Background: an optimization exercise with open tools, aiming at small area, a short achievable clock period and few clock cycles per item. Do not read the settings as production practice. Function was not checked in any run shown here: the RTL went through the layout flow alone. Power and IR drop assume default switching activity.

--- design/flow/run.sh ---
#!/bin/bash
# synth_recipe.tcl (not shown) runs the flow's synth.tcl, then flattens the netlist and writes it again
# the make line also repeats each setting of config.mk as NAME=value (left out here)
make -C /OpenROAD-flow-scripts/flow DESIGN_CONFIG=/design/flow/config.mk WORK_HOME=/design/flow/orfs CLKGATE_MAP_FILE= SYNTH_SCRIPT=/design/flow/synth_recipe.tcl finish
--- design/flow/config.mk ---
export PLATFORM = sky130hd
export DESIGN_NAME = MUL
export DESIGN_NICKNAME = MUL
export VERILOG_FILES = /design/flow/design.v
export SDC_FILE = /design/flow/constraint.sdc
export NUM_CORES = 4
export LEC_CHECK = 0
export CAP_MARGIN = 20
export CORE_MARGIN = 2
export CORE_UTILIZATION = 40
export CTS_BUF_LIST = sky130_fd_sc_hd__clkbuf_8
export SETUP_SLACK_MARGIN = 1.4
export SLEW_MARGIN = 20
--- design/flow/constraint.sdc ---
create_clock -name core_clock -period 4.0 [get_ports {clk}]
set_input_delay 0.8000 -clock core_clock [delete_from_list [all_inputs] [get_ports {clk}]]
set_output_delay 0.8000 -clock core_clock [all_outputs]
set_load 0.01 [all_outputs]
--- design/flow/design.v ---
module MUL #(
    parameter WIDTH = 32
) (
    input  [ 0:0] clk,
    input  [ 0:0] rst,
    input  [ 0:0] start,
    input  [31:0] a,
    input  [31:0] b,
    output [63:0] res,
    output [ 0:0] finish
);
reg  [5:0] p;
reg  [32:0] s_q, c_q;         
reg  [7:0] ls_q, lc_q;       
reg         n3_q;             
reg  [31:0] l_q;              
reg  [29:0] h_q;              
reg  [3:0] one_q, two_q, neg_q;  
reg         sgn_q;
wire first = p[0];
wire [32:0] sfb = first ? 33'h100000000 : s_q;
wire [32:0] cfb = first ? 33'h0 : c_q;
wire [32:0] am = {1'b0, a[30:0], 1'b0};    
wire [31:0] pp0;
wire [31:0] pp1;
wire [31:0] pp2;
wire [31:0] pp3;
genvar gj;
generate for (gj = 0; gj < 32; gj = gj + 1) begin : g_pp
    assign pp0[gj] = ((one_q[0] & am[gj+1]) | (two_q[0] & am[gj])) ^ neg_q[0];
    assign pp1[gj] = ((one_q[1] & am[gj+1]) | (two_q[1] & am[gj])) ^ neg_q[1];
    assign pp2[gj] = ((one_q[2] & am[gj+1]) | (two_q[2] & am[gj])) ^ neg_q[2];
    assign pp3[gj] = ((one_q[3] & am[gj+1]) | (two_q[3] & am[gj])) ^ neg_q[3];
end endgenerate
wire fs0;
wire fc0;
wire hs0;
wire hc0;
wire hs1;
wire hc1;
wire fs1;
wire fc1;
wire hs2;
wire hc2;
wire fs2;
wire fc2;
wire hs3;
wire hc3;
wire fs3;
wire fc3;
wire fs4;
wire fc4;
wire fs5;
wire fc5;
wire fs6;
wire fc6;
wire fs7;
wire fc7;
wire fs8;
wire fc8;
wire fs9;
wire fc9;
wire fs10;
wire fc10;
wire fs11;
wire fc11;
wire fs12;
wire fc12;
wire fs13;
wire fc13;
wire fs14;
wire fc14;
wire fs15;
wire fc15;
wire fs16;
wire fc16;
wire fs17;
wire fc17;
wire fs18;
wire fc18;
wire fs19;
wire fc19;
wire fs20;
wire fc20;
wire fs21;
wire fc21;
wire fs22;
wire fc22;
wire fs23;
wire fc23;
wire fs24;
wire fc24;
wire fs25;
wire fc25;
wire fs26;
wire fc26;
wire fs27;
wire fc27;
wire fs28;
wire fc28;
wire fs29;
wire fc29;
wire fs30;
wire fc30;
wire fs31;
wire fc31;
wire fs32;
wire fc32;
wire fs33;
wire fc33;
wire fs34;
wire fc34;
wire fs35;
wire fc35;
wire fs36;
wire fc36;
wire fs37;
wire fc37;
wire fs38;
wire fc38;
wire fs39;
wire fc39;
wire fs40;
wire fc40;
wire fs41;
wire fc41;
wire fs42;
wire fc42;
wire fs43;
wire fc43;
wire fs44;
wire fc44;
wire fs45;
wire fc45;
wire fs46;
wire fc46;
wire fs47;
wire fc47;
wire fs48;
wire fc48;
wire fs49;
wire fc49;
wire fs50;
wire fc50;
wire fs51;
wire fc51;
wire fs52;
wire fc52;
wire fs53;
wire fc53;
wire fs54;
wire fc54;
wire fs55;
wire fc55;
wire fs56;
wire fc56;
wire fs57;
wire fc57;
wire hs4;
wire hc4;
wire fs58;
wire fc58;
wire fs59;
wire fc59;
wire fs60;
wire fc60;
wire fs61;
wire fc61;
wire fs62;
wire fc62;
wire fs63;
wire fc63;
wire fs64;
wire fc64;
wire fs65;
wire fc65;
wire fs66;
wire fc66;
wire fs67;
wire fc67;
wire fs68;
wire fc68;
wire fs69;
wire fc69;
wire fs70;
wire fc70;
wire fs71;
wire fc71;
wire fs72;
wire fc72;
wire fs73;
wire fc73;
wire fs74;
wire fc74;
wire fs75;
wire fc75;
wire fs76;
wire fc76;
wire fs77;
wire fc77;
wire fs78;
wire fc78;
wire fs79;
wire fc79;
wire fs80;
wire fc80;
wire fs81;
wire fc81;
wire fs82;
wire fc82;
wire fs83;
wire fc83;
wire fs84;
wire fc84;
wire fs85;
wire fc85;
wire fs86;
wire fc86;
wire fs87;
wire fc87;
wire fs88;
wire fc88;
wire fs89;
wire fc89;
wire fs90;
wire fc90;
wire fs91;
wire fc91;
wire hs5;
wire hc5;
wire hs6;
wire hc6;
wire fs92;
wire fc92;
wire fs93;
wire fc93;
wire fs94;
wire fc94;
wire fs95;
wire fc95;
wire fs96;
wire fc96;
wire fs97;
wire fc97;
wire fs98;
wire fc98;
wire fs99;
wire fc99;
wire fs100;
wire fc100;
wire fs101;
wire fc101;
wire fs102;
wire fc102;
wire fs103;
wire fc103;
wire fs104;
wire fc104;
wire fs105;
wire fc105;
wire fs106;
wire fc106;
wire fs107;
wire fc107;
wire fs108;
wire fc108;
wire fs109;
wire fc109;
wire fs110;
wire fc110;
wire fs111;
wire fc111;
wire fs112;
wire fc112;
wire fs113;
wire fc113;
wire fs114;
wire fc114;
wire fs115;
wire fc115;
wire fs116;
wire fc116;
wire fs117;
wire fc117;
wire fs118;
wire fc118;
wire fs119;
wire fc119;
wire fs120;
wire fc120;
wire fs121;
wire fc121;
wire fs122;
wire fc122;
wire fs123;
wire fc123;
wire fs124;
wire fc124;
wire fs125;
wire fc125;
wire fs126;
wire fc126;
wire fs127;
wire fc127;
wire hs7;
wire hc7;
assign fs0 = neg_q[0] ^ sfb[0] ^ cfb[0];
assign fc0 = (neg_q[0] ^ sfb[0]) ? cfb[0] : neg_q[0];
assign hs0 = neg_q[1] ^ sfb[2];
assign hc0 = neg_q[1] & sfb[2];
assign hs1 = sfb[3] ^ cfb[3];
assign hc1 = sfb[3] & cfb[3];
assign fs1 = neg_q[2] ^ sfb[4] ^ cfb[4];
assign fc1 = (neg_q[2] ^ sfb[4]) ? cfb[4] : neg_q[2];
assign hs2 = pp0[4] ^ pp1[2];
assign hc2 = pp0[4] & pp1[2];
assign fs2 = sfb[5] ^ cfb[5] ^ pp0[5];
assign fc2 = (sfb[5] ^ cfb[5]) ? pp0[5] : sfb[5];
assign hs3 = pp1[3] ^ pp2[1];
assign hc3 = pp1[3] & pp2[1];
assign fs3 = sfb[6] ^ cfb[6] ^ pp0[6];
assign fc3 = (sfb[6] ^ cfb[6]) ? pp0[6] : sfb[6];
assign fs4 = pp1[4] ^ pp2[2] ^ pp3[0];
assign fc4 = (pp1[4] ^ pp2[2]) ? pp3[0] : pp1[4];
assign fs5 = sfb[7] ^ cfb[7] ^ pp0[7];
assign fc5 = (sfb[7] ^ cfb[7]) ? pp0[7] : sfb[7];
assign fs6 = pp1[5] ^ pp2[3] ^ pp3[1];
assign fc6 = (pp1[5] ^ pp2[3]) ? pp3[1] : pp1[5];
assign fs7 = sfb[8] ^ cfb[8] ^ pp0[8];
assign fc7 = (sfb[8] ^ cfb[8]) ? pp0[8] : sfb[8];
assign fs8 = pp1[6] ^ pp2[4] ^ pp3[2];
assign fc8 = (pp1[6] ^ pp2[4]) ? pp3[2] : pp1[6];
assign fs9 = sfb[9] ^ cfb[9] ^ pp0[9];
assign fc9 = (sfb[9] ^ cfb[9]) ? pp0[9] : sfb[9];
assign fs10 = pp1[7] ^ pp2[5] ^ pp3[3];
assign fc10 = (pp1[7] ^ pp2[5]) ? pp3[3] : pp1[7];
assign fs11 = sfb[10] ^ cfb[10] ^ pp0[10];
assign fc11 = (sfb[10] ^ cfb[10]) ? pp0[10] : sfb[10];
assign fs12 = pp1[8] ^ pp2[6] ^ pp3[4];
assign fc12 = (pp1[8] ^ pp2[6]) ? pp3[4] : pp1[8];
assign fs13 = sfb[11] ^ cfb[11] ^ pp0[11];
assign fc13 = (sfb[11] ^ cfb[11]) ? pp0[11] : sfb[11];
assign fs14 = pp1[9] ^ pp2[7] ^ pp3[5];
assign fc14 = (pp1[9] ^ pp2[7]) ? pp3[5] : pp1[9];
assign fs15 = sfb[12] ^ cfb[12] ^ pp0[12];
assign fc15 = (sfb[12] ^ cfb[12]) ? pp0[12] : sfb[12];
assign fs16 = pp1[10] ^ pp2[8] ^ pp3[6];
assign fc16 = (pp1[10] ^ pp2[8]) ? pp3[6] : pp1[10];
assign fs17 = sfb[13] ^ cfb[13] ^ pp0[13];
assign fc17 = (sfb[13] ^ cfb[13]) ? pp0[13] : sfb[13];
assign fs18 = pp1[11] ^ pp2[9] ^ pp3[7];
assign fc18 = (pp1[11] ^ pp2[9]) ? pp3[7] : pp1[11];
assign fs19 = sfb[14] ^ cfb[14] ^ pp0[14];
assign fc19 = (sfb[14] ^ cfb[14]) ? pp0[14] : sfb[14];
assign fs20 = pp1[12] ^ pp2[10] ^ pp3[8];
assign fc20 = (pp1[12] ^ pp2[10]) ? pp3[8] : pp1[12];
assign fs21 = sfb[15] ^ cfb[15] ^ pp0[15];
assign fc21 = (sfb[15] ^ cfb[15]) ? pp0[15] : sfb[15];
assign fs22 = pp1[13] ^ pp2[11] ^ pp3[9];
assign fc22 = (pp1[13] ^ pp2[11]) ? pp3[9] : pp1[13];
assign fs23 = sfb[16] ^ cfb[16] ^ pp0[16];
assign fc23 = (sfb[16] ^ cfb[16]) ? pp0[16] : sfb[16];
assign fs24 = pp1[14] ^ pp2[12] ^ pp3[10];
assign fc24 = (pp1[14] ^ pp2[12]) ? pp3[10] : pp1[14];
assign fs25 = sfb[17] ^ cfb[17] ^ pp0[17];
assign fc25 = (sfb[17] ^ cfb[17]) ? pp0[17] : sfb[17];
assign fs26 = pp1[15] ^ pp2[13] ^ pp3[11];
assign fc26 = (pp1[15] ^ pp2[13]) ? pp3[11] : pp1[15];
assign fs27 = sfb[18] ^ cfb[18] ^ pp0[18];
assign fc27 = (sfb[18] ^ cfb[18]) ? pp0[18] : sfb[18];
assign fs28 = pp1[16] ^ pp2[14] ^ pp3[12];
assign fc28 = (pp1[16] ^ pp2[14]) ? pp3[12] : pp1[16];
assign fs29 = sfb[19] ^ cfb[19] ^ pp0[19];
assign fc29 = (sfb[19] ^ cfb[19]) ? pp0[19] : sfb[19];
assign fs30 = pp1[17] ^ pp2[15] ^ pp3[13];
assign fc30 = (pp1[17] ^ pp2[15]) ? pp3[13] : pp1[17];
assign fs31 = sfb[20] ^ cfb[20] ^ pp0[20];
assign fc31 = (sfb[20] ^ cfb[20]) ? pp0[20] : sfb[20];
assign fs32 = pp1[18] ^ pp2[16] ^ pp3[14];
assign fc32 = (pp1[18] ^ pp2[16]) ? pp3[14] : pp1[18];
assign fs33 = sfb[21] ^ cfb[21] ^ pp0[21];
assign fc33 = (sfb[21] ^ cfb[21]) ? pp0[21] : sfb[21];
assign fs34 = pp1[19] ^ pp2[17] ^ pp3[15];
assign fc34 = (pp1[19] ^ pp2[17]) ? pp3[15] : pp1[19];
assign fs35 = sfb[22] ^ cfb[22] ^ pp0[22];
assign fc35 = (sfb[22] ^ cfb[22]) ? pp0[22] : sfb[22];
assign fs36 = pp1[20] ^ pp2[18] ^ pp3[16];
assign fc36 = (pp1[20] ^ pp2[18]) ? pp3[16] : pp1[20];
assign fs37 = sfb[23] ^ cfb[23] ^ pp0[23];
assign fc37 = (sfb[23] ^ cfb[23]) ? pp0[23] : sfb[23];
assign fs38 = pp1[21] ^ pp2[19] ^ pp3[17];
assign fc38 = (pp1[21] ^ pp2[19]) ? pp3[17] : pp1[21];
assign fs39 = sfb[24] ^ cfb[24] ^ pp0[24];
assign fc39 = (sfb[24] ^ cfb[24]) ? pp0[24] : sfb[24];
assign fs40 = pp1[22] ^ pp2[20] ^ pp3[18];
assign fc40 = (pp1[22] ^ pp2[20]) ? pp3[18] : pp1[22];
assign fs41 = sfb[25] ^ cfb[25] ^ pp0[25];
assign fc41 = (sfb[25] ^ cfb[25]) ? pp0[25] : sfb[25];
assign fs42 = pp1[23] ^ pp2[21] ^ pp3[19];
assign fc42 = (pp1[23] ^ pp2[21]) ? pp3[19] : pp1[23];
assign fs43 = sfb[26] ^ cfb[26] ^ pp0[26];
assign fc43 = (sfb[26] ^ cfb[26]) ? pp0[26] : sfb[26];
assign fs44 = pp1[24] ^ pp2[22] ^ pp3[20];
assign fc44 = (pp1[24] ^ pp2[22]) ? pp3[20] : pp1[24];
assign fs45 = sfb[27] ^ cfb[27] ^ pp0[27];
assign fc45 = (sfb[27] ^ cfb[27]) ? pp0[27] : sfb[27];
assign fs46 = pp1[25] ^ pp2[23] ^ pp3[21];
assign fc46 = (pp1[25] ^ pp2[23]) ? pp3[21] : pp1[25];
assign fs47 = sfb[28] ^ cfb[28] ^ pp0[28];
assign fc47 = (sfb[28] ^ cfb[28]) ? pp0[28] : sfb[28];
assign fs48 = pp1[26] ^ pp2[24] ^ pp3[22];
assign fc48 = (pp1[26] ^ pp2[24]) ? pp3[22] : pp1[26];
assign fs49 = sfb[29] ^ cfb[29] ^ pp0[29];
assign fc49 = (sfb[29] ^ cfb[29]) ? pp0[29] : sfb[29];
assign fs50 = pp1[27] ^ pp2[25] ^ pp3[23];
assign fc50 = (pp1[27] ^ pp2[25]) ? pp3[23] : pp1[27];
assign fs51 = sfb[30] ^ cfb[30] ^ pp0[30];
assign fc51 = (sfb[30] ^ cfb[30]) ? pp0[30] : sfb[30];
assign fs52 = pp1[28] ^ pp2[26] ^ pp3[24];
assign fc52 = (pp1[28] ^ pp2[26]) ? pp3[24] : pp1[28];
assign fs53 = sfb[31] ^ cfb[31] ^ pp0[31];
assign fc53 = (sfb[31] ^ cfb[31]) ? pp0[31] : sfb[31];
assign fs54 = pp1[29] ^ pp2[27] ^ pp3[25];
assign fc54 = (pp1[29] ^ pp2[27]) ? pp3[25] : pp1[29];
assign fs55 = ~neg_q[0] ^ sfb[32] ^ cfb[32];
assign fc55 = (~neg_q[0] ^ sfb[32]) ? cfb[32] : ~neg_q[0];
assign fs56 = pp1[30] ^ pp2[28] ^ pp3[26];
assign fc56 = (pp1[30] ^ pp2[28]) ? pp3[26] : pp1[30];
assign fs57 = 1'b1 ^ pp1[31] ^ pp2[29];
assign fc57 = (1'b1 ^ pp1[31]) ? pp2[29] : 1'b1;
assign hs4 = pp0[0] ^ lowc[0];
assign hc4 = pp0[0] & lowc[0];
assign fs58 = sfb[1] ^ cfb[1] ^ pp0[1];
assign fc58 = (sfb[1] ^ cfb[1]) ? pp0[1] : sfb[1];
assign fs59 = cfb[2] ^ pp0[2] ^ pp1[0];
assign fc59 = (cfb[2] ^ pp0[2]) ? pp1[0] : cfb[2];
assign fs60 = pp0[3] ^ pp1[1] ^ hc0;
assign fc60 = (pp0[3] ^ pp1[1]) ? hc0 : pp0[3];
assign fs61 = pp2[0] ^ hc1 ^ hs2;
assign fc61 = (pp2[0] ^ hc1) ? hs2 : pp2[0];
assign fs62 = hc2 ^ hs3 ^ fc1;
assign fc62 = (hc2 ^ hs3) ? fc1 : hc2;
assign fs63 = hc3 ^ fc2 ^ fs3;
assign fc63 = (hc3 ^ fc2) ? fs3 : hc3;
assign fs64 = fc3 ^ fc4 ^ fs5;
assign fc64 = (fc3 ^ fc4) ? fs5 : fc3;
assign fs65 = fc5 ^ fc6 ^ fs7;
assign fc65 = (fc5 ^ fc6) ? fs7 : fc5;
assign fs66 = fc7 ^ fc8 ^ fs9;
assign fc66 = (fc7 ^ fc8) ? fs9 : fc7;
assign fs67 = fc9 ^ fc10 ^ fs11;
assign fc67 = (fc9 ^ fc10) ? fs11 : fc9;
assign fs68 = fc11 ^ fc12 ^ fs13;
assign fc68 = (fc11 ^ fc12) ? fs13 : fc11;
assign fs69 = fc13 ^ fc14 ^ fs15;
assign fc69 = (fc13 ^ fc14) ? fs15 : fc13;
assign fs70 = fc15 ^ fc16 ^ fs17;
assign fc70 = (fc15 ^ fc16) ? fs17 : fc15;
assign fs71 = fc17 ^ fc18 ^ fs19;
assign fc71 = (fc17 ^ fc18) ? fs19 : fc17;
assign fs72 = fc19 ^ fc20 ^ fs21;
assign fc72 = (fc19 ^ fc20) ? fs21 : fc19;
assign fs73 = fc21 ^ fc22 ^ fs23;
assign fc73 = (fc21 ^ fc22) ? fs23 : fc21;
assign fs74 = fc23 ^ fc24 ^ fs25;
assign fc74 = (fc23 ^ fc24) ? fs25 : fc23;
assign fs75 = fc25 ^ fc26 ^ fs27;
assign fc75 = (fc25 ^ fc26) ? fs27 : fc25;
assign fs76 = fc27 ^ fc28 ^ fs29;
assign fc76 = (fc27 ^ fc28) ? fs29 : fc27;
assign fs77 = fc29 ^ fc30 ^ fs31;
assign fc77 = (fc29 ^ fc30) ? fs31 : fc29;
assign fs78 = fc31 ^ fc32 ^ fs33;
assign fc78 = (fc31 ^ fc32) ? fs33 : fc31;
assign fs79 = fc33 ^ fc34 ^ fs35;
assign fc79 = (fc33 ^ fc34) ? fs35 : fc33;
assign fs80 = fc35 ^ fc36 ^ fs37;
assign fc80 = (fc35 ^ fc36) ? fs37 : fc35;
assign fs81 = fc37 ^ fc38 ^ fs39;
assign fc81 = (fc37 ^ fc38) ? fs39 : fc37;
assign fs82 = fc39 ^ fc40 ^ fs41;
assign fc82 = (fc39 ^ fc40) ? fs41 : fc39;
assign fs83 = fc41 ^ fc42 ^ fs43;
assign fc83 = (fc41 ^ fc42) ? fs43 : fc41;
assign fs84 = fc43 ^ fc44 ^ fs45;
assign fc84 = (fc43 ^ fc44) ? fs45 : fc43;
assign fs85 = fc45 ^ fc46 ^ fs47;
assign fc85 = (fc45 ^ fc46) ? fs47 : fc45;
assign fs86 = fc47 ^ fc48 ^ fs49;
assign fc86 = (fc47 ^ fc48) ? fs49 : fc47;
assign fs87 = fc49 ^ fc50 ^ fs51;
assign fc87 = (fc49 ^ fc50) ? fs51 : fc49;
assign fs88 = fc51 ^ fc52 ^ fs53;
assign fc88 = (fc51 ^ fc52) ? fs53 : fc51;
assign fs89 = fc53 ^ fc54 ^ fs55;
assign fc89 = (fc53 ^ fc54) ? fs55 : fc53;
assign fs90 = pp3[27] ^ fc55 ^ fc56;
assign fc90 = (pp3[27] ^ fc55) ? fc56 : pp3[27];
assign fs91 = ~neg_q[1] ^ pp2[30] ^ pp3[28];
assign fc91 = (~neg_q[1] ^ pp2[30]) ? pp3[28] : ~neg_q[1];
assign hs5 = 1'b1 ^ pp2[31];
assign hc5 = 1'b1 & pp2[31];
assign hs6 = lowc[1] ^ fs0;
assign hc6 = lowc[1] & fs0;
assign fs92 = fc0 ^ fs58 ^ hc4;
assign fc92 = (fc0 ^ fs58) ? hc4 : fc0;
assign fs93 = hs0 ^ fc58 ^ fs59;
assign fc93 = (hs0 ^ fc58) ? fs59 : hs0;
assign fs94 = hs1 ^ fc59 ^ fs60;
assign fc94 = (hs1 ^ fc59) ? fs60 : hs1;
assign fs95 = fs1 ^ fc60 ^ fs61;
assign fc95 = (fs1 ^ fc60) ? fs61 : fs1;
assign fs96 = fs2 ^ fc61 ^ fs62;
assign fc96 = (fs2 ^ fc61) ? fs62 : fs2;
assign fs97 = fs4 ^ fc62 ^ fs63;
assign fc97 = (fs4 ^ fc62) ? fs63 : fs4;
assign fs98 = fs6 ^ fc63 ^ fs64;
assign fc98 = (fs6 ^ fc63) ? fs64 : fs6;
assign fs99 = fs8 ^ fc64 ^ fs65;
assign fc99 = (fs8 ^ fc64) ? fs65 : fs8;
assign fs100 = fs10 ^ fc65 ^ fs66;
assign fc100 = (fs10 ^ fc65) ? fs66 : fs10;
assign fs101 = fs12 ^ fc66 ^ fs67;
assign fc101 = (fs12 ^ fc66) ? fs67 : fs12;
assign fs102 = fs14 ^ fc67 ^ fs68;
assign fc102 = (fs14 ^ fc67) ? fs68 : fs14;
assign fs103 = fs16 ^ fc68 ^ fs69;
assign fc103 = (fs16 ^ fc68) ? fs69 : fs16;
assign fs104 = fs18 ^ fc69 ^ fs70;
assign fc104 = (fs18 ^ fc69) ? fs70 : fs18;
assign fs105 = fs20 ^ fc70 ^ fs71;
assign fc105 = (fs20 ^ fc70) ? fs71 : fs20;
assign fs106 = fs22 ^ fc71 ^ fs72;
assign fc106 = (fs22 ^ fc71) ? fs72 : fs22;
assign fs107 = fs24 ^ fc72 ^ fs73;
assign fc107 = (fs24 ^ fc72) ? fs73 : fs24;
assign fs108 = fs26 ^ fc73 ^ fs74;
assign fc108 = (fs26 ^ fc73) ? fs74 : fs26;
assign fs109 = fs28 ^ fc74 ^ fs75;
assign fc109 = (fs28 ^ fc74) ? fs75 : fs28;
assign fs110 = fs30 ^ fc75 ^ fs76;
assign fc110 = (fs30 ^ fc75) ? fs76 : fs30;
assign fs111 = fs32 ^ fc76 ^ fs77;
assign fc111 = (fs32 ^ fc76) ? fs77 : fs32;
assign fs112 = fs34 ^ fc77 ^ fs78;
assign fc112 = (fs34 ^ fc77) ? fs78 : fs34;
assign fs113 = fs36 ^ fc78 ^ fs79;
assign fc113 = (fs36 ^ fc78) ? fs79 : fs36;
assign fs114 = fs38 ^ fc79 ^ fs80;
assign fc114 = (fs38 ^ fc79) ? fs80 : fs38;
assign fs115 = fs40 ^ fc80 ^ fs81;
assign fc115 = (fs40 ^ fc80) ? fs81 : fs40;
assign fs116 = fs42 ^ fc81 ^ fs82;
assign fc116 = (fs42 ^ fc81) ? fs82 : fs42;
assign fs117 = fs44 ^ fc82 ^ fs83;
assign fc117 = (fs44 ^ fc82) ? fs83 : fs44;
assign fs118 = fs46 ^ fc83 ^ fs84;
assign fc118 = (fs46 ^ fc83) ? fs84 : fs46;
assign fs119 = fs48 ^ fc84 ^ fs85;
assign fc119 = (fs48 ^ fc84) ? fs85 : fs48;
assign fs120 = fs50 ^ fc85 ^ fs86;
assign fc120 = (fs50 ^ fc85) ? fs86 : fs50;
assign fs121 = fs52 ^ fc86 ^ fs87;
assign fc121 = (fs52 ^ fc86) ? fs87 : fs52;
assign fs122 = fs54 ^ fc87 ^ fs88;
assign fc122 = (fs54 ^ fc87) ? fs88 : fs54;
assign fs123 = fs56 ^ fs89 ^ fc88;
assign fc123 = (fs56 ^ fs89) ? fc88 : fs56;
assign fs124 = fs57 ^ fc89 ^ fs90;
assign fc124 = (fs57 ^ fc89) ? fs90 : fs57;
assign fs125 = fc57 ^ fs91 ^ fc90;
assign fc125 = (fc57 ^ fs91) ? fc90 : fc57;
assign fs126 = pp3[29] ^ hs5 ^ fc91;
assign fc126 = (pp3[29] ^ hs5) ? fc91 : pp3[29];
assign fs127 = ~neg_q[2] ^ pp3[30] ^ hc5;
assign fc127 = (~neg_q[2] ^ pp3[30]) ? hc5 : ~neg_q[2];
assign hs7 = 1'b1 ^ pp3[31];
assign hc7 = 1'b1 & pp3[31];
wire [32:0] s_t = {1'b0, 1'b1, hc7, fc127, fc126, fc125, fc124, fc123, fc122, fc121, fc120, fc119, fc118, fc117, fc116, fc115, fc114, fc113, fc112, fc111, fc110, fc109, fc108, fc107, fc106, fc105, fc104, fc103, fc102, fc101, fc100, fc99, fc98};
wire [32:0] c_t = {1'b0, 1'b0, ~neg_q[3], hs7, fs127, fs126, fs125, fs124, fs123, fs122, fs121, fs120, fs119, fs118, fs117, fs116, fs115, fs114, fs113, fs112, fs111, fs110, fs109, fs108, fs107, fs106, fs105, fs104, fs103, fs102, fs101, fs100, fs99};
wire [7:0] ls_t = {fc97, fc96, fc95, fc94, fc93, fc92, hc6, hs6};
wire [7:0] lc_t = {fs98, fs97, fs96, fs95, fs94, fs93, fs92, hs4};
wire [8:0] u = {1'b0, ls_q} + {1'b0, lc_q};
wire [7:0] low = {u[7] ^ (u[6] & n3_q), u[6] ^ n3_q, u[5:0]};
wire [1:0] lowc = {u[7] & u[6] & n3_q, u[8]} & {2{~first}};
wire [37:0] fin = {s_q[29:0], ls_q} + {c_q[29:0], lc_q};
wire [32:0] bm = {1'b0, b[30:0], 1'b0};    
wire [8:0] w0 = bm[8:0];
wire [8:0] w1 = bm[16:8];
wire [8:0] w2 = bm[24:16];
wire [8:0] w3 = bm[32:24];
wire [8:0] wn = ({9{~|p[2:0]}} & w0) |
                  ({9{p[0]}} & w1) |
                  ({9{p[1]}} & w2) |
                  ({9{p[2]}} & w3);
wire [3:0] one_n, two_n, neg_n;
generate for (gj = 0; gj < 4; gj = gj + 1) begin : g_enc
    assign one_n[gj] = wn[2*gj+1] ^ wn[2*gj];
    assign two_n[gj] = (wn[2*gj+2] & ~wn[2*gj+1] & ~wn[2*gj]) | (~wn[2*gj+2] & wn[2*gj+1] & wn[2*gj]);
    assign neg_n[gj] = wn[2*gj+2];
end endgenerate
always @(posedge clk) begin
    if (rst)
        p <= 6'b0;
    else
        p <= {p[4:0], start};
    one_q <= one_n;
    two_q <= two_n;
    neg_q <= neg_n;
    s_q   <= s_t;
    c_q   <= c_t;
    ls_q  <= ls_t;
    lc_q  <= lc_t;
    n3_q  <= neg_q[3];
    l_q   <= {low[7:0], l_q[31:8]};
    h_q   <= fin[37:8];
    sgn_q <= a[31] ^ b[31];
end
assign finish = p[5];
assign res = {sgn_q, 1'b0, h_q, l_q};
endmodule
==> results of run 1 <==
## state kept, by name, summed over array words and instances (netlist names)
| signal | cells |
|---|---|
| l_q | 32 |
| c_q | 31 |
| s_q | 31 |
| h_q | 30 |
| lc_q | 8 |
| ls_q | 8 |
| p | 6 |
| neg_q | 4 |
| one_q | 4 |
| two_q | 4 |
| n3_q | 1 |
| sgn_q | 1 |
## cells in the mapped netlist (2+ instances only)
master | count | area share
a211oi_1 | 4 | 0.0025
a21o_1 | 29 | 0.018
a21oi_1 | 64 | 0.027
a221o_1 | 8 | 0.0067
a221oi_1 | 2 | 0.0015
a221oi_2 | 2 | 0.0025
a22o_1 | 2 | 0.0015
a22oi_1 | 122 | 0.076
a31oi_1 | 2 | 0.0010
and3_1 | 5 | 0.0026
and4_1 | 2 | 0.0015
buf_1 | 18 | 0.0056
buf_2 | 13 | 0.0054
buf_4 | 2 | 0.0013
clkbuf_1 | 52 | 0.016
clkbuf_2 | 15 | 0.0063
dfxtp_1 | 160 | 0.27
ha_1 | 47 | 0.049
inv_1 | 20 | 0.0063
inv_2 | 2 | 0.00063
maj3_1 | 93 | 0.078
nand2_1 | 111 | 0.035
nand2b_1 | 8 | 0.0042
nand3_1 | 12 | 0.0050
nand4_1 | 6 | 0.0031
nor2_1 | 35 | 0.011
nor2b_1 | 12 | 0.0063
nor3_1 | 5 | 0.0021
nor4_1 | 2 | 0.0010
o211ai_1 | 3 | 0.0019
o21a_1 | 4 | 0.0025
o21ai_0 | 44 | 0.018
o21ai_1 | 12 | 0.0050
o21bai_1 | 5 | 0.0031
o31ai_1 | 3 | 0.0019
xnor2_1 | 365 | 0.27
xor2_1 | 51 | 0.037
## timing repair
item                       CTS  global route
resized for setup           43            50
setup buffers                7            11
cloned                       0             0
pin swaps                   13            30
hold buffers                 0             0
setup endpoints to repair   57            67
## metrics by stage
stage                     hold WS (ns)  power [µW]  worst slack (ns)  utilization
after floorplan                  0.326       11800              1.40            -
after global placement           0.333       14300             0.797        0.458
after detailed placement         0.336       14500             0.763        0.458
after CTS                        0.352       16100              1.09        0.478
after global routing             0.359       17800              1.06        0.487
final                            0.348       16500              1.14        0.487
## layer usage
layer,vias to the layer above,track usage,wire length [µm]
li1,4881,-,-
met1,4669,0.283,15200
met2,257,0.353,15500
met3,39,0.0329,1640
met4,4,0.0685,626
met5,-,0,23
## critical path, delay by kind of cell (launching register included)
family	cells	cell delay [ns]
AO/OA/AOI/OAI	6	1.68
flip-flops	1	0.43
adder cells (fa/ha/maj)	1	0.26
AND/OR/NAND/NOR	1	0.21
XOR/XNOR	1	0.16
## cells by family (layout without fill, tap and decap cells)
group	after synthesis	after routing
AND/OR/NAND/NOR	204	204
AO/OA/AOI/OAI	321	321
buffers and inverters	122	216
other	1	2
adder cells (fa/ha/maj)	141	141
flip-flops	160	160
XOR/XNOR	416	416
multiplexers	1	1
## cell type report
cell class,instances,area [µm²],area share
well taps,390,488,0.0339
inverters,22,82.6,0.00574
flip-flops and latches,160,3250,0.226
diodes,1,2.50,0.000174
multi-input cells,1084,8570,0.596
repair buffers,163,1600,0.111
clock inverters,14,156,0.0109
clock buffers,17,234,0.0163
## report_power, final
group / total (µW) / switching (µW) / internal, µW
Sequential: 3310 / 697 / 2610
Combinational: 11900 / 5930 / 5970
Clock: 1270 / 703 / 565
Total: 16500 / 7330 / 9150
## cell usage in the layout, fill, tap and decap left out, types with 9 or more instances in the layout
master             n
nand2_1          111
clkbuf_8          17
buf_4             32
inv_1             20
clkdlybuf4s50_1   99
o21ai_0           44
ha_1              38
a21oi_1           57
a21o_1            28
maj3_1            92
xor2_1            51
nor2b_1           12
a22oi_1          120
dlymetal6s2s_1    23
dfxtp_1          142
nand3_1           12
o21ai_1            9
nor2_1            34
dfxtp_4           10
xnor2_1          363
## final timing paths
kind	cells past startpoint	slack [ns]	to	startpoint
setup reg to reg	9	1.14	h_q[24]$_DFF_P_	s_q[7]$_DFF_P_
setup / recovery	9	1.14	h_q[24]$_DFF_P_	s_q[7]$_DFF_P_
hold reg to reg	0	0.35	l_q[1]$_DFF_P_	l_q[9]$_DFF_P_
hold / removal	0	0.35	l_q[1]$_DFF_P_	l_q[9]$_DFF_P_
==> impl_metrics.tcl, run 1 <==
set metrics [dict create \
    drive_gt1_frac 0.0897 \
    globalRouteTotalUtil 0.213 \
    cts_sinks 160 \
    clk_path_buf_depth 2 \
    finalSetupTns_ns 0 \
    worst_pin_slew_ns 0.848 \
    rows 63 \
    synth_area_per_cell_um2 8.77 \
    critPathLaunchType "flop" \
    fin_area_mm2 0.0144 \
    fin_crit_sh 0.714 \
    synthArstFlopShare 0 \
    crit_top_cell "a221oi_4" \
    grt-ovfl-total 0 \
    coreArea_mm2 0.0296 \
    yosys.area_share.simple 0.0757 \
    drt_wl_total_mm 32.9 \
    drc_errors 0 \
    synth_nets 1481 \
    cts_tree "yes" \
    vias 9850 \
    relSlewSlack 0.434 \
    crit_fanout 7 \
    first_global_vias 9579 \
    start_util 0.405 \
    nFillCells 2874 \
    numCtsBuffers 17 \
    grt_max_degree 46 \
    synthCells 1366 \
    drtIter0Drc 581 \
    ys.flop_type "dfxtp_1" \
    worst_skew_pair.late_latency_ns 0.50 \
    die_w_um 177 \
    synthMuxAreaShare 0.000940 \
    area_growth_pct 20.1 \
    die_h_um 177 \
    power.density_mw_per_mm2 1150 \
    setup_violations 0 \
    vias_per_cell 5.32 \
    ioPinCount 132 \
    fin_cells 1851 \
    yosysUniqueCellTypes 61 \
    crit_slowest_cell "dfxtp_2" \
    arrival_ns 3.24 \
    fin_crit_ns 2.86 \
    die-area_mm2 0.0314 \
    port_buffers 130 \
    rsz0062_at_grt "true" \
    path_cells "ha_4 > and3_2 > a221oi_4 > o21ai_2 > a221o_1 > a221o_2 > a221oi_4 > o21ai_1 > xor2_1" \
    dr.pass1.iters 6 \
    hpwl_mm 24.1 \
    status "timing/DRC/antenna clean" \
    place_area_mm2 0.0135 \
    fmax_mhz 350 \
    path_class "reg2reg" \
    clkTransAtPathRegs_ns 0.10 \
    cp.required_ns 4.38 \
    gp_congestion 0.836 \
    synth_top_family_by_area "XOR/XNOR gates" \
    finClkSkew_ns 0.0208 \
    maxSlewViolCount 0 \
    slowest_delay_ns 0.43 \
    synth-xor-area-share 0.304 \
    synth_edf_count 0 \
    fin_nets 1563 \
    hold_path_class "reg2reg" \
    synthAdderAreaFrac 0.128 \
    yosys_warnings 1 \
    wl_per_cell_um 17.8 \
    ys_seq_area_frac 0.267 \
    dpl.cell_count 1801 \
    p_leak_uw 0.00544 \
    final_antenna_net_count 0 \
    antenna_found_initial 4 \
    synth_area_mm2 0.0120 \
    htree_levels 4 \
    grt_pass1_wl_mm 51.9 \
    critPathCaptureType "flop" \
    vdd_ir_drop_max_v 0.000374 \
    synth_compound_area_frac 0.181 \
    cap_violations 0 \
    hold_viol 0 \
    cts_root_buffer "clkbuf_8" \
    ys_ff_latch 160 \
]
==> inputs of run 2 (changes only) <==
--- a/design/flow/config.mk
+++ b/design/flow/config.mk
@@ -11,3 +11,3 @@
 export CTS_BUF_LIST = sky130_fd_sc_hd__clkbuf_8
-export SETUP_SLACK_MARGIN = 1.4
+export SETUP_SLACK_MARGIN = 1.7
 export SLEW_MARGIN = 20
==> run 2 against run 1 <==
Effect of this change:
- synthesized cell count is the same
- wire length rose by 2.4%
- still clean
- clock power about the same
- design area grew 8.5%
- critical endpoint is now h_q[28]$_DFF_P_
- largest power group unchanged
==> impl_metrics.tcl, run 2 <==
set metrics [dict create \
    fin_nets 1580 \
    ys.flop_type "dfxtp_1" \
    cap_violations 0 \
    place_area_mm2 0.0144 \
    drc_errors 0 \
    critPathLaunchType "flop" \
    synth.top_cell.area_share 0.267 \
    critPathCaptureType "flop" \
    final_common_cell "xnor2_1" \
    vias 9945 \
    ys_ff_latch 160 \
    cts_tree "yes" \
    yosys.area_share.simple 0.0757 \
    p_leak_uw 0.00571 \
    drtIter0Drc 529 \
    fin_crit_ns 2.86 \
    hold_path_class "reg2reg" \
    htree_levels 4 \
    worst_pin_slew_ns 0.526 \
    drt_wl_total_mm 33.7 \
    antenna_found_initial 2 \
    synth-xor-area-share 0.304 \
    hpwl_mm 24.5 \
    fin_crit_sh 0.714 \
    synthArstFlopShare 0 \
    rows 63 \
    maxSlewViolCount 0 \
    grt_max_degree 46 \
    power.density_mw_per_mm2 1130 \
    synth_top_family_by_area "XOR/XNOR gates" \
    cp.required_ns 4.41 \
    largest_reg_flops 32 \
    die_h_um 177 \
    gp_congestion 0.831 \
    synth_compound_area_frac 0.181 \
    drive_gt1_frac 0.287 \
    synth_area_mm2 0.0120 \
    numCtsBuffers 17 \
    cts_root_buffer "clkbuf_8" \
    cts_sinks 160 \
    yosysUniqueCellTypes 61 \
    final_cell_mix "328 x xnor2_1, 139 x dfxtp_1, 109 x nand2_1" \
    synthCells 1366 \
    worst_skew_pair.late_latency_ns 0.49 \
    arrival_ns 3.27 \
    wl_per_cell_um 18.0 \
    synth_edf_count 0 \
    die-area_mm2 0.0314 \
    setup_violations 0 \
    synth_commonest_cells "365 x xnor2_1, 160 x dfxtp_1, 122 x a22oi_1" \
    ioPinCount 132 \
    nFillCells 2755 \
    synth_area_per_cell_um2 8.77 \
    vdd_ir_drop_max_v 0.000405 \
    fin_cells 1871 \
    port_buffers 130 \
    grt_pass1_wl_mm 53.5 \
    path_class "reg2reg" \
    globalRouteTotalUtil 0.219 \
    grt-ovfl-total 0 \
    dpl.cell_count 1801 \
    fin_util 0.528 \
    ys_seq_area_frac 0.267 \
    coreArea_mm2 0.0296 \
    fin_area_mm2 0.0156 \
    yosysMostFrequentCell "xnor2_1" \
    clkTransAtPathRegs_ns 0.11 \
    synth_nets 1481 \
    synthTopCellsByArea "dfxtp_1 27%, xnor2_1 27%, maj3_1 7.8%" \
    yosys_warnings 1 \
    design_power_total_uw 17600 \
    rsz0062_at_grt "true" \
    reg.largest.list "l_q: 32 flops, c_q: 31 flops, s_q: 31 flops" \
    start_util 0.405 \
    area_growth_pct 30.3 \
    hold_viol 0 \
    first_global_vias 9743 \
    clk_path_buf_depth 2 \
    top_register "l_q" \
    finClkSkew_ns 0.0201 \
    dr.pass1.iters 5 \
    vias_per_cell 5.32 \
    synth_area_leader_cell "dfxtp_1" \
    final_antenna_net_count 0 \
    synthMuxAreaShare 0.000940 \
    status "timing/DRC/antenna clean" \
    finalSetupTns_ns 0 \
    fmax_mhz 350 \
    die_w_um 177 \
    synthAdderAreaFrac 0.128 \
    crit_fanout 7 \
    relSlewSlack 0.649 \
]
-- run 2: cell count changes in the layout (fill, tap and decap cells not counted), sizes merged --
cell / previous run / this run
clkinvlp: 1 / 2
inv: 30 / 29
bufinv: 2 / 0
clkinv: 3 / 6
diode: 1 / 3
buf: 33 / 49
dlygate4sd2: 8 / 2
dlymetal6s2s: 23 / 0
clkbuf: 17 / 37
clkdlybuf4s15: 0 / 10
-- run 2: worst paths after layout --
kind,end,depth (start not counted),start,slack (ns)
setup reg to reg,h_q[28]$_DFF_P_,9,s_q[9]$_DFF_P_,1.14
hold / removal,l_q[7]$_DFF_P_,0,l_q[15]$_DFF_P_,0.35
hold reg to reg,l_q[7]$_DFF_P_,0,l_q[15]$_DFF_P_,0.35
setup / recovery,h_q[28]$_DFF_P_,9,s_q[9]$_DFF_P_,1.14
-- run 2: timing repair --
| item | in CTS | in global routing |
|---|---|---|
| pin swaps | 26 | 27 |
| hold buffers | 0 | 0 |
| setup endpoints to repair | 88 | 84 |
| gates resized for setup | 111 | 97 |
| setup buffers | 14 | 21 |
-- run 2: per-layer routing --
metal,vias to the layer above,routed length [µm],GRT usage
li1,4926,-,-
met1,4819,15400,0.279
met2,169,16700,0.385
met3,31,1150,0.0324
met4,0,494,0.0548
met5,-,0,0
-- run 2: cells by family (layout without fill, tap and decap cells) --
| group | Yosys count | after routing |
|---|---|---|
| xor+xnor | 416 | 416 |
| simple gates | 204 | 204 |
| flops | 160 | 160 |
| other cells | 1 | 4 |
| fa+ha+maj | 141 | 141 |
| compound gates | 321 | 321 |
| mux | 1 | 1 |
| buf+inv | 122 | 234 |
-- run 2: through the flow --
step	setup WS (ns)	hold WS, ns
2_1_floorplan	1.43	0.326
3_3_place_gp	0.726	0.331
3_5_place_dp	0.691	0.334
4_1_cts	1.14	0.355
5_1_grt	1.07	0.362
6_report	1.14	0.355
-- run 2: where the power goes --
part,leakage (µW),switching [µW],internal [µW]
registers,0.00135,689,2610
clock network,0.000203,777,483
logic,0.00415,6370,6670
total,0.00571,7840,9760
-- run 2: cell type report --
type	instances	area [µm²]	area share
clock buffer	17	234	0.0150
clock inverter	15	186	0.0119
antenna	3	7.51	0.000481
tap	390	488	0.0313
inverter	22	85.1	0.00545
sequential	160	3250	0.208
timing repair buffer	180	1720	0.110
multi-input combinational	1084	9640	0.618
-- run 2: critical path: stages (launching register included) --
cell and delay, ns:
dfxtp_1 0.46, ha_2 0.38, a21o_1 0.19, a21oi_1 0.17, o21ai_2 0.10, a221o_1 0.40, a221o_2 0.42, a221oi_4 0.36
o41a_1 0.19, xnor2_1 0.12
==> inputs of run 3 (changes only) <==
--- a/design/flow/config.mk
+++ b/design/flow/config.mk
@@ -11,3 +11,3 @@
 export CTS_BUF_LIST = sky130_fd_sc_hd__clkbuf_8
-export SETUP_SLACK_MARGIN = 1.7
+export SETUP_SLACK_MARGIN = 1.2
 export SLEW_MARGIN = 20
==> run 3 against run 2 <==
Effect of this change:
- highest routed layer is now met5
- sequential cell count did not move
- cell count fell by 1.3%
- utilization fell by 4.8 points
- total power fell by 8.0%
- clock power fell by 4%
- sequential power barely moved
==> impl_metrics.tcl, run 3 <==
set metrics [dict create \
    status "timing/DRC/antenna clean" \
    synth_area_mm2 0.0120 \
    top_register "l_q" \
    drive_gt1_frac 0.0770 \
    synth_area_per_cell_um2 8.77 \
    drtIter0Drc 661 \
    relSlewSlack 0.377 \
    dpl.cell_count 1800 \
    arrival_ns 3.25 \
    hold_viol 0 \
    antenna_found_initial 3 \
    seqPwrFrac 0.202 \
    wl_per_cell_um 17.8 \
    ys_ff_latch 160 \
    cts_hold_buffers 0 \
    area_growth_pct 18.4 \
    fin_cells 1846 \
    crit_fanout 5 \
    die_w_um 177 \
    fmax_mhz 353 \
    final_common_cell "xnor2_1" \
    cts_tree "yes" \
    synth_area_leader_cell "dfxtp_1" \
    cap_violations 0 \
    synthCells 1366 \
    gp_congestion 0.849 \
    ys_seq_area_frac 0.267 \
    worst_pin_slew_ns 0.935 \
    hold_path_class "reg2reg" \
    p_switching_uw 7270 \
    crit_buf_inv 0 \
    htree_levels 4 \
    yosysMostFrequentCell "xnor2_1" \
    maxSlewViolCount 0 \
    die_h_um 177 \
    grt-ovfl-total 0 \
    ioPinCount 132 \
    coreArea_mm2 0.0296 \
    rows 63 \
    globalRouteTotalUtil 0.212 \
    synthTopCellsByArea "dfxtp_1 27%, xnor2_1 27%, maj3_1 7.8%" \
    multi_input_area_mm2 0.00847 \
    rsz0062_at_grt "true" \
    critPathLaunchType "flop" \
    setup_violations 0 \
    yosys_warnings 1 \
    critPathCaptureType "flop" \
    worst_skew_pair.late_latency_ns 0.50 \
    reg.largest.list "l_q: 32 flops, c_q: 31 flops, s_q: 31 flops" \
    path_class "reg2reg" \
    nFillCells 2847 \
    cts_root_buffer "clkbuf_8" \
    seq_area_mm2 0.00324 \
    finClkSkew_ns 0.0304 \
    grt_pass1_wl_mm 51.7 \
    synth_edf_count 0 \
    largest_reg_flops 32 \
    slowest_delay_ns 0.41 \
    p_int_uw 8920 \
    synth_commonest_cells "365 x xnor2_1, 160 x dfxtp_1, 122 x a22oi_1" \
    comb_power_share 0.723 \
    fin_area_mm2 0.0142 \
    place_area_mm2 0.0135 \
    first_global_vias 9456 \
    grt_max_degree 46 \
    crit_slowest_cell "a221o_2" \
    start_util 0.405 \
    clkTransAtPathRegs_ns 0.10 \
    synth_nets 1481 \
    finalSetupTns_ns 0 \
    vdd_ir_drop_max_v 0.000362 \
    path_cells "ha_4 > a21o_4 > a221oi_4 > o21ai_2 > a221o_1 > a221o_2 > a221oi_4 > o41a_1 > xnor2_1" \
    fin_crit_ns 2.83 \
    numCtsBuffers 17 \
    fin_crit_sh 0.708 \
    path_delay_family "compound AO/OA/AOI/OAI gates" \
    yosysUniqueCellTypes 61 \
    final_antenna_net_count 0 \
    synthArstFlopShare 0 \
    cts_sinks 160 \
    ys.flop_type "dfxtp_1" \
    synth.top_cell.area_share 0.267 \
    crit_top_cell "a221oi_4" \
    fin_util 0.480 \
    vias 9938 \
    final_cell_mix "364 x xnor2_1, 141 x dfxtp_1, 125 x clkdlybuf4s50_1" \
    port_buffers 130 \
    switching_share 0.449 \
    p_leak_uw 0.00520 \
    drc_errors 0 \
    clockPowerShare 0.075 \
    die-area_mm2 0.0314 \
    fin_nets 1557 \
    dr.pass1.iters 6 \
    drt_wl_total_mm 32.8 \
    design_power_total_uw 16200 \
    clk_path_buf_depth 2 \
    hpwl_mm 24.1 \
    vias_per_cell 5.38 \
    cp.required_ns 4.41 \
    power.density_mw_per_mm2 1140 \
]
[run 3: cell counts after synthesis]
No cell type changed its count.
[run 3: worst paths after layout]
path	start	depth (start not counted)	endpoint	slack [ns]
max	s_q[4]$_DFF_P_	9	h_q[28]$_DFF_P_	1.17
min	l_q[26]$_DFF_P_	0	l_q[18]$_DFF_P_	0.35
max reg2reg	s_q[4]$_DFF_P_	9	h_q[28]$_DFF_P_	1.17
min reg2reg	l_q[26]$_DFF_P_	0	l_q[18]$_DFF_P_	0.35
[run 3: per-layer routing]
| metal | vias to the layer above | routed length, µm | GRT usage |
|---|---|---|---|
| met3 | 57 | 1770 | 0.0311 |
| met2 | 292 | 15000 | 0.337 |
| met5 | - | 30 | 0 |
| li1 | 4876 | - | - |
| met1 | 4709 | 15000 | 0.287 |
| met4 | 4 | 947 | 0.0847 |
[run 3: kinds of logic (layout without fill, tap and decap cells)]
group	Yosys count	count (layout)	synth area share
AND/OR/NAND/NOR	204	204	0.0757
buffers and inverters	122	211	0.0418
adder cells (fa/ha/maj)	141	141	0.128
AO/OA/AOI/OAI	321	321	0.181
other	1	2	0.000313
XOR/XNOR	416	416	0.304
multiplexers	1	1	0.000940
flip-flops	160	160	0.267
[run 3: cell type report]
cell class,instances,share of cell area
multi-input combinational,1084,0.597
sequential,160,0.229
inverter,22,0.00582
clock inverter,15,0.0107
antenna,1,0.000176
timing repair buffer,157,0.107
tap,390,0.0344
clock buffer,17,0.0165
[run 3: worst register-to-register path: stages (launching register included)]
cell      delay (ns)
dfxtp_4         0.38
ha_4            0.27
a21o_4          0.24
a221oi_4        0.31
o21ai_2         0.10
a221o_1         0.40
a221o_2         0.41
a221oi_4        0.33
o41a_1          0.20
xnor2_1         0.12
[run 3: power groups by stage]
stage	clock network, µW	logic (µW)	registers [µW]
2_1_floorplan	0	8540	3190
3_3_place_gp	0	11000	3250
3_5_place_dp	0	11100	3260
4_1_cts	1260	11500	3250
5_1_grt	1310	12800	3370
6_report	1210	11700	3270
[run 3: repair_timing]
item                                    CTS  global route
hold endpoints to repair                  0             0
pin swaps                                11             4
gates resized for setup                  33            23
endpoints found under the setup margin   12            36
buffers inserted                          7             6
[run 3: per-stage QoR]
stage / setup WS [ns] / hold WS, ns
2_1_floorplan: 1.27 / 0.326
3_3_place_gp: 0.748 / 0.332
3_5_place_dp: 0.774 / 0.336
4_1_cts: 1.15 / 0.344
5_1_grt: 1.07 / 0.348
6_report: 1.17 / 0.346
==> inputs of run 4 (changes only) <==
--- a/design/flow/design.v
+++ b/design/flow/design.v
@@ -433,69 +433,69 @@
 assign fs58 = sfb[1] ^ cfb[1] ^ pp0[1];
-assign fc58 = (sfb[1] ^ cfb[1]) ? pp0[1] : sfb[1];
+assign fc58 = (sfb[1] & cfb[1]) | (sfb[1] & pp0[1]) | (cfb[1] & pp0[1]);
 assign fs59 = cfb[2] ^ pp0[2] ^ pp1[0];
-assign fc59 = (cfb[2] ^ pp0[2]) ? pp1[0] : cfb[2];
+assign fc59 = (cfb[2] & pp0[2]) | (cfb[2] & pp1[0]) | (pp0[2] & pp1[0]);
 assign fs60 = pp0[3] ^ pp1[1] ^ hc0;
-assign fc60 = (pp0[3] ^ pp1[1]) ? hc0 : pp0[3];
+assign fc60 = (pp0[3] & pp1[1]) | (pp0[3] & hc0) | (pp1[1] & hc0);
 assign fs61 = pp2[0] ^ hc1 ^ hs2;
-assign fc61 = (pp2[0] ^ hc1) ? hs2 : pp2[0];
+assign fc61 = (pp2[0] & hc1) | (pp2[0] & hs2) | (hc1 & hs2);
 assign fs62 = hc2 ^ hs3 ^ fc1;
-assign fc62 = (hc2 ^ hs3) ? fc1 : hc2;
+assign fc62 = (hc2 & hs3) | (hc2 & fc1) | (hs3 & fc1);
 assign fs63 = hc3 ^ fc2 ^ fs3;
-assign fc63 = (hc3 ^ fc2) ? fs3 : hc3;
+assign fc63 = (hc3 & fc2) | (hc3 & fs3) | (fc2 & fs3);
 assign fs64 = fc3 ^ fc4 ^ fs5;
-assign fc64 = (fc3 ^ fc4) ? fs5 : fc3;
+assign fc64 = (fc3 & fc4) | (fc3 & fs5) | (fc4 & fs5);
 assign fs65 = fc5 ^ fc6 ^ fs7;
-assign fc65 = (fc5 ^ fc6) ? fs7 : fc5;
+assign fc65 = (fc5 & fc6) | (fc5 & fs7) | (fc6 & fs7);
 assign fs66 = fc7 ^ fc8 ^ fs9;
-assign fc66 = (fc7 ^ fc8) ? fs9 : fc7;
+assign fc66 = (fc7 & fc8) | (fc7 & fs9) | (fc8 & fs9);
 assign fs67 = fc9 ^ fc10 ^ fs11;
-assign fc67 = (fc9 ^ fc10) ? fs11 : fc9;
+assign fc67 = (fc9 & fc10) | (fc9 & fs11) | (fc10 & fs11);
 assign fs68 = fc11 ^ fc12 ^ fs13;
-assign fc68 = (fc11 ^ fc12) ? fs13 : fc11;
+assign fc68 = (fc11 & fc12) | (fc11 & fs13) | (fc12 & fs13);
 assign fs69 = fc13 ^ fc14 ^ fs15;
-assign fc69 = (fc13 ^ fc14) ? fs15 : fc13;
+assign fc69 = (fc13 & fc14) | (fc13 & fs15) | (fc14 & fs15);
 assign fs70 = fc15 ^ fc16 ^ fs17;
-assign fc70 = (fc15 ^ fc16) ? fs17 : fc15;
+assign fc70 = (fc15 & fc16) | (fc15 & fs17) | (fc16 & fs17);
 assign fs71 = fc17 ^ fc18 ^ fs19;
-assign fc71 = (fc17 ^ fc18) ? fs19 : fc17;
+assign fc71 = (fc17 & fc18) | (fc17 & fs19) | (fc18 & fs19);
 assign fs72 = fc19 ^ fc20 ^ fs21;
-assign fc72 = (fc19 ^ fc20) ? fs21 : fc19;
+assign fc72 = (fc19 & fc20) | (fc19 & fs21) | (fc20 & fs21);
 assign fs73 = fc21 ^ fc22 ^ fs23;
-assign fc73 = (fc21 ^ fc22) ? fs23 : fc21;
+assign fc73 = (fc21 & fc22) | (fc21 & fs23) | (fc22 & fs23);
 assign fs74 = fc23 ^ fc24 ^ fs25;
-assign fc74 = (fc23 ^ fc24) ? fs25 : fc23;
+assign fc74 = (fc23 & fc24) | (fc23 & fs25) | (fc24 & fs25);
 assign fs75 = fc25 ^ fc26 ^ fs27;
-assign fc75 = (fc25 ^ fc26) ? fs27 : fc25;
+assign fc75 = (fc25 & fc26) | (fc25 & fs27) | (fc26 & fs27);
 assign fs76 = fc27 ^ fc28 ^ fs29;
-assign fc76 = (fc27 ^ fc28) ? fs29 : fc27;
+assign fc76 = (fc27 & fc28) | (fc27 & fs29) | (fc28 & fs29);
 assign fs77 = fc29 ^ fc30 ^ fs31;
-assign fc77 = (fc29 ^ fc30) ? fs31 : fc29;
+assign fc77 = (fc29 & fc30) | (fc29 & fs31) | (fc30 & fs31);
 assign fs78 = fc31 ^ fc32 ^ fs33;
-assign fc78 = (fc31 ^ fc32) ? fs33 : fc31;
+assign fc78 = (fc31 & fc32) | (fc31 & fs33) | (fc32 & fs33);
 assign fs79 = fc33 ^ fc34 ^ fs35;
-assign fc79 = (fc33 ^ fc34) ? fs35 : fc33;
+assign fc79 = (fc33 & fc34) | (fc33 & fs35) | (fc34 & fs35);
 assign fs80 = fc35 ^ fc36 ^ fs37;
-assign fc80 = (fc35 ^ fc36) ? fs37 : fc35;
+assign fc80 = (fc35 & fc36) | (fc35 & fs37) | (fc36 & fs37);
 assign fs81 = fc37 ^ fc38 ^ fs39;
-assign fc81 = (fc37 ^ fc38) ? fs39 : fc37;
+assign fc81 = (fc37 & fc38) | (fc37 & fs39) | (fc38 & fs39);
 assign fs82 = fc39 ^ fc40 ^ fs41;
-assign fc82 = (fc39 ^ fc40) ? fs41 : fc39;
+assign fc82 = (fc39 & fc40) | (fc39 & fs41) | (fc40 & fs41);
 assign fs83 = fc41 ^ fc42 ^ fs43;
-assign fc83 = (fc41 ^ fc42) ? fs43 : fc41;
+assign fc83 = (fc41 & fc42) | (fc41 & fs43) | (fc42 & fs43);
 assign fs84 = fc43 ^ fc44 ^ fs45;
-assign fc84 = (fc43 ^ fc44) ? fs45 : fc43;
+assign fc84 = (fc43 & fc44) | (fc43 & fs45) | (fc44 & fs45);
 assign fs85 = fc45 ^ fc46 ^ fs47;
-assign fc85 = (fc45 ^ fc46) ? fs47 : fc45;
+assign fc85 = (fc45 & fc46) | (fc45 & fs47) | (fc46 & fs47);
 assign fs86 = fc47 ^ fc48 ^ fs49;
-assign fc86 = (fc47 ^ fc48) ? fs49 : fc47;
+assign fc86 = (fc47 & fc48) | (fc47 & fs49) | (fc48 & fs49);
 assign fs87 = fc49 ^ fc50 ^ fs51;
-assign fc87 = (fc49 ^ fc50) ? fs51 : fc49;
+assign fc87 = (fc49 & fc50) | (fc49 & fs51) | (fc50 & fs51);
 assign fs88 = fc51 ^ fc52 ^ fs53;
-assign fc88 = (fc51 ^ fc52) ? fs53 : fc51;
+assign fc88 = (fc51 & fc52) | (fc51 & fs53) | (fc52 & fs53);
 assign fs89 = fc53 ^ fc54 ^ fs55;
-assign fc89 = (fc53 ^ fc54) ? fs55 : fc53;
+assign fc89 = (fc53 & fc54) | (fc53 & fs55) | (fc54 & fs55);
 assign fs90 = pp3[27] ^ fc55 ^ fc56;
-assign fc90 = (pp3[27] ^ fc55) ? fc56 : pp3[27];
+assign fc90 = (pp3[27] & fc55) | (pp3[27] & fc56) | (fc55 & fc56);
 assign fs91 = ~neg_q[1] ^ pp2[30] ^ pp3[28];
-assign fc91 = (~neg_q[1] ^ pp2[30]) ? pp3[28] : ~neg_q[1];
+assign fc91 = (~neg_q[1] & pp2[30]) | (~neg_q[1] & pp3[28]) | (pp2[30] & pp3[28]);
 assign hs5 = 1'b1 ^ pp2[31];
--- a/design/flow/config.mk
+++ b/design/flow/config.mk
@@ -11,3 +11,3 @@
 export CTS_BUF_LIST = sky130_fd_sc_hd__clkbuf_8
-export SETUP_SLACK_MARGIN = 1.2
+export SETUP_SLACK_MARGIN = 1.55
 export SLEW_MARGIN = 20
==> run 4 against run 3 <==
Effect of this change:
- largest cell class unchanged
- utilization is 4.5 points higher
- critical endpoint is now h_q[26]$_DFF_P_
- clock skew is 0.0097 ns lower
- sequential share of layout area is 2.1 points lower
==> impl_metrics.tcl, run 4 <==
set metrics [dict create \
    status "timing/DRC/antenna clean" \
    synthCells 1359 \
    vias_per_cell 5.44 \
    critPathLaunchType "flop" \
    vdd_ir_drop_max_v 0.000412 \
    yosysUniqueCellTypes 75 \
    min_to "l_q[22]$_DFF_P_" \
    synth_area_mm2 0.0121 \
    final_antenna_net_count 0 \
    drive_gt1_frac 0.265 \
    worst_skew_pair.late_latency_ns 0.49 \
    p_leak_uw 0.00577 \
    cp.required_ns 4.36 \
    dr.pass1.iters 5 \
    cts_root_buffer "clkbuf_8" \
    cap_violations 0 \
    setup_violations 0 \
    holdCritStartpoint "l_q[30]$_DFF_P_" \
    crit_top_cell "a21oi_2" \
    synth.top_cell.area_share 0.264 \
    rr_endpoint "h_q[26]$_DFF_P_" \
    setup_slack_ns 1.62 \
    hpwl_mm 25.6 \
    globalRouteTotalUtil 0.212 \
    ioPinCount 132 \
    die_h_um 178 \
    maxSlewViolCount 0 \
    coreArea_mm2 0.0297 \
    rsz0062_at_grt "true" \
    clk_path_buf_depth 2 \
    synth_edf_count 0 \
    critPathCaptureType "flop" \
    rr_worst_depth 9 \
    numCtsBuffers 17 \
    final_cell_mix "237 x xnor2_1, 143 x dfxtp_1, 123 x nand2_1" \
    yosys_warnings 1 \
    hold_viol 0 \
    gp_congestion 0.890 \
    cts_sinks 160 \
    relSlewSlack 0.585 \
    wl_per_cell_um 18.0 \
    vias 10100 \
    grt_pass1_wl_mm 52.6 \
    fin_crit_sh 0.596 \
    synthTopCellsByArea "dfxtp_1 26%, xnor2_1 21%, a22oi_1 7.4%" \
    drtIter0Drc 589 \
    grt_max_degree 47 \
    finClkSkew_ns 0.0207 \
    diodes 0 \
    path_cells "ha_4 > fa_2 > a21oi_2 > o211ai_1 > a21oi_2 > buf_4 > o311ai_4 > or3b_1 > nor4b_2" \
    die-area_mm2 0.0317 \
    cts_tree "yes" \
    clkTransAtPathRegs_ns 0.11 \
    yosysMostFrequentCell "xnor2_1" \
    die_w_um 178 \
    final_common_cell "xnor2_1" \
    reg.largest.list "l_q: 32 flops, c_q: 31 flops, s_q: 31 flops" \
    antenna_found_initial 0 \
    synth_area_leader_cell "dfxtp_1" \
    rows 63 \
    fin_nets 1606 \
    top_register "l_q" \
    ys_ff_latch 160 \
    path_class "reg2reg" \
    synth_commonest_cells "290 x xnor2_1, 160 x dfxtp_1, 123 x nand2_1" \
    synthArstFlopShare 0 \
    finalSetupTns_ns 0 \
    area_growth_pct 28.6 \
    r2r_start "lc_q[0]$_DFF_P_" \
    slowest_delay_ns 0.41 \
    fin_crit_ns 2.38 \
    synth_nets 1508 \
    hold_path_class "reg2reg" \
    htree_levels 4 \
    grt-ovfl-total 0 \
    r2r_setup_slack_ns 1.62 \
    synth_area_per_cell_um2 8.92 \
    worst_pin_slew_ns 0.620 \
    largest_reg_flops 32 \
    drt_wl_total_mm 33.5 \
    start_util 0.408 \
    first_global_vias 9577 \
    crit_slowest_cell "o311ai_4" \
    crit_fanout 6 \
    ys_seq_area_frac 0.264 \
    port_buffers 130 \
    hold_depth 0 \
    power.density_mw_per_mm2 1110 \
    fmax_mhz 420 \
    drc_errors 0 \
    pre_cts_ws_ns 0.627 \
    arrival_ns 2.74 \
    ys.flop_type "dfxtp_1" \
]
[run 4: cell families after synthesis]
family	synth area share
xor+xnor	0.246
compound gates	0.201
flops	0.264
other cells	0.000309
mux	0.00351
simple gates	0.0904
buf+inv	0.0412
fa+ha+maj	0.153
[run 4: routing by layer]
layer / global-route usage / vias to the layer above / share of wire
met5: 0 / - / 0
met4: 0.0529 / 0 / 0.016
met3: 0.0364 / 38 / 0.050
met2: 0.334 / 270 / 0.45
met1: 0.299 / 4827 / 0.49
li1: - / 4979 / -
[run 4: report_power, final]
part           leakage, µW  total, µW  internal (µW)  switching (µW)
clock network     0.000221       1320            502             815
logic              0.00420      12600           6250            6390
registers          0.00135       3290           2590             701
total              0.00577      17300           9340            7910
[run 4: cell type report]
cell class,count,area (µm²)
clock buffers,17,234
well taps,390,488
multi-input cells,1080,9680
flip-flops and latches,160,3240
fillers,2713,14100
clock inverters,15,224
inverters,19,75.1
repair buffers,179,1640
[run 4: through the flow]
step / util / hold slack [ns] / power, µW / instances / cell area, µm²
2_1_floorplan: - / 0.326 / 12400 / 1359 / 13300
3_3_place_gp: 0.492 / 0.332 / 15000 / 1799 / 14600
3_5_place_dp: 0.492 / 0.335 / 15200 / 1799 / 14600
4_1_cts: 0.511 / 0.343 / 16700 / 1835 / 15200
5_1_grt: 0.525 / 0.340 / 18700 / 1860 / 15600
6_report: 0.525 / 0.345 / 17300 / 1860 / 15600
[run 4: critical path, delay by kind of cell, from the launching register on]
family / cells / cell delay, ns
simple gates: 2 / 0.54
compound gates: 4 / 0.84
buf+inv: 1 / 0.17
flops: 1 / 0.35
fa+ha+maj: 2 / 0.34
[run 4: worst max-delay path by stage]
| stage | from | end | slack, ns | cells past startpoint |
|---|---|---|---|---|
| final | lc_q[0]$_DFF_P_ | h_q[26]$_DFF_P_ | 1.62 | 9 |
| after global placement | a[9] | s_q[4]$_DFF_P_ | 0.69 | 7 |
| after CTS | s_q[13]$_DFF_P_ | h_q[26]$_DFF_P_ | 1.55 | 7 |
| after global routing | ls_q[4]$_DFF_P_ | h_q[13]$_DFF_P_ | 1.49 | 7 |
| after detailed placement | a[19] | s_q[14]$_DFF_P_ | 0.63 | 7 |
| after floorplan | a[26] | s_q[23]$_DFF_P_ | 1.53 | 6 |
[run 4: repair_timing]
| action | CTS | global route |
|---|---|---|
| hold buffers | 0 | 0 |
| setup buffers | 4 | 25 |
| setup endpoints to repair | 72 | 73 |
| pin swaps | 6 | 6 |
| resized for setup | 77 | 112 |
